This is an optimization exercise on Yosys and OpenROAD, whose aim is small area, a short achievable clock period and few clock cycles per item, not a production implementation. Only simulation tests tie the RTL to the original design; equivalence was not proved.

## yarrow
==> flow/design.v (excerpt) <==
module fir_1(
    input clk,
    input reset_p,
    input [15:0]x,
    input act,
    output reg [15:0]y,
    output ready
    );
Settings: LEC_CHECK=0, ABC_AREA=1, CAP_MARGIN=20, CORE_MARGIN=2, CORE_UTILIZATION=40, CTS_BUF_LIST=sky130_fd_sc_hd__clkbuf_16, CTS_CLUSTER_DIAMETER=150, CTS_CLUSTER_SIZE=20, SLEW_MARGIN=20, SYNTH_HIERARCHICAL=1, SYNTH_MINIMUM_KEEP_SIZE=0; clock period 10.0 ns.
standard.sh (not shown) runs the stock make flow with config.mk's settings and CLKGATE_MAP_FILE= SYNTH_SCRIPT=/design/flow/synth_recipe.tcl, a recipe that flattens the netlist after the stock synthesis.
==> flow/flow/run.sh <==
#!/bin/bash
set -euo pipefail
bash standard.sh SETUP_SLACK_MARGIN=5.6 finish > standard.log 2>&1
yarrow completed end to end with timing, DRC and antenna clean.
Testbench counts of yarrow, summed over its fixed seeds: cycles 3,200, items 3,200.
[inputs] tundra vs yarrow
==> flow/run.sh (new file) <==
#!/bin/bash
# synth_recipe.tcl (not shown) runs the flow's synth.tcl, then flattens the netlist and writes it again
# the make line also repeats each setting of config.mk as NAME=value (left out here)
make -C /OpenROAD-flow-scripts/flow DESIGN_CONFIG=/design/flow/config.mk WORK_HOME=/design/flow/orfs CLKGATE_MAP_FILE= SYNTH_SCRIPT=/design/flow/synth_recipe.tcl finish
diff --git a/flow/config.mk b/flow/config.mk
--- a/flow/config.mk
+++ b/flow/config.mk
@@ -13,2 +13,3 @@
-export CTS_CLUSTER_DIAMETER = 150
-export CTS_CLUSTER_SIZE = 20
+export CTS_CLUSTER_DIAMETER = 120
+export CTS_CLUSTER_SIZE = 26
+export SETUP_SLACK_MARGIN = 5
removed: flow/flow/run.sh
removed: flow/standard.sh
==> results.txt <==
Relative to yarrow, number of nets in the layout has gone down in tundra. Going from yarrow to tundra, tightest slew margin relative to the limit higher, global-route usage went down by 0.53 points, critical path depth fell 1. tundra: wire length on met1 lower than yarrow. Side by side, fraction of layout cells with a size suffix above 1 turned out lower in tundra than in yarrow. tundra vs. yarrow: maximum clock rate went down by 2.4 MHz. Routability congestion estimate from global placement in tundra vs yarrow: down 0.72%.
Here is what was changed in the inputs of delta compared with tundra.
diff --git a/flow/config.mk b/flow/config.mk
--- a/flow/config.mk
+++ b/flow/config.mk
@@ -13,2 +13,2 @@
-export CTS_CLUSTER_DIAMETER = 120
-export CTS_CLUSTER_SIZE = 26
+export CTS_CLUSTER_DIAMETER = 150
+export CTS_CLUSTER_SIZE = 20
==> results.txt <==
Of tundra and delta, the lower number of stages on the worst setup path belongs to delta.
[compare] base=tundra new=delta: worst setup slack increased 24 ps, total CTS buffers rose 2, clock transition at the registers of the reported paths shrank by 20 ps, first-iteration DRC count went up by 117.
For nickel, these inputs were changed with respect to delta:
diff --git a/flow/config.mk b/flow/config.mk
--- a/flow/config.mk
+++ b/flow/config.mk
@@ -13 +13 @@
-export CTS_CLUSTER_DIAMETER = 150
+export CTS_CLUSTER_DIAMETER = 100
Findings:
Via count essentially unchanged between delta and nickel. Taking delta as the reference, in nickel global-route total usage across every layer was more or less identical, global routing usage on met1 essentially unchanged. Re area growth from synthesis to final layout: nickel is 0.65 points up on delta. Fraction of area in multi-input gates across delta and nickel: no real change. There was hardly any difference in relative area of non-clock buffer cells in the final design between delta and nickel. The number of non-filler instances in the completed layout on delta is in line with that on nickel.
Setup changes, nickel to maple
diff --git a/flow/config.mk b/flow/config.mk
--- a/flow/config.mk
+++ b/flow/config.mk
@@ -12,3 +12,2 @@
-export CTS_BUF_LIST = sky130_fd_sc_hd__clkbuf_16
-export CTS_CLUSTER_DIAMETER = 100
-export CTS_CLUSTER_SIZE = 20
+export CTS_CLUSTER_DIAMETER = 80
+export CTS_CLUSTER_SIZE = 30
- Compared maple vs nickel, and total CTS buffers is up in maple.
- Re number of non-clock inverters in the layout: no difference whatsoever between nickel and maple.
- For total number of vias, maple and nickel come out practically identical.
- Against nickel, number of clock buffers in the layout in maple rose by more than 10%.
- Sort nickel and maple by non-clock buffer count, descending, and maple comes first.
- Sort nickel and maple by area added between synthesis and finish desc -> top: maple
Setup changes, maple to cedar
diff --git a/flow/config.mk b/flow/config.mk
--- a/flow/config.mk
+++ b/flow/config.mk
@@ -12,2 +11,0 @@
-export CTS_CLUSTER_DIAMETER = 80
-export CTS_CLUSTER_SIZE = 30
==> results.txt <==
Portion of the clock cycle consumed by the worst path in the final layout: cedar lower than maple
On cedar: setup slack is 26 ps higher than what maple gave.

afterwards: timing with drivers on the ports:
In the flow no input, the clock included, has a driving cell. The finished layouts below were timed again as built, in two steps. Step 1 (the two cells are an assumption about what drives the block):
set clk [get_ports {clk}]
set_driving_cell -lib_cell sky130_fd_sc_hd__clkbuf_16 $clk
set_driving_cell -lib_cell sky130_fd_sc_hd__buf_2 [delete_from_list [all_inputs] $clk]
Step 2, shift: input delay + t, output delay - t, t = (earliest + latest rising clock arrival at the registers) / 2. This alone moves slack from input paths to output paths. Slacks: ideal ports / drivers / drivers and shift; pairs: ideal ports / drivers.
| run | t, ns | setup slack, ns | worst setup path after step 2 | worst slew at a driven data input, ns | pins driven straight from the clock port |
|---|---|---|---|---|---|
| yarrow | 0.589 | 5.185 / 5.185 / 4.686 | input to register | 0.11 | 1 |
| tundra | 0.600 | 5.127 / 5.127 / 4.661 | input to register | 0.12 | 1 |
| delta | 0.603 | 5.151 / 5.151 / 4.691 | input to register | 0.11 | 1 |
| nickel | 0.609 | 5.138 / 5.138 / 4.705 | input to register | 0.11 | 1 |
| maple | 0.620 | 5.141 / 5.141 / 4.700 | input to register | 0.12 | 1 |
| cedar | 0.617 | 5.168 / 5.168 / 4.705 | input to register | 0.12 | 1 |
After both steps setup and hold are still met in every run listed. The setup slack of yarrow, which loses most, moves by 0.000 ns with the drivers and by -0.499 ns with both steps.
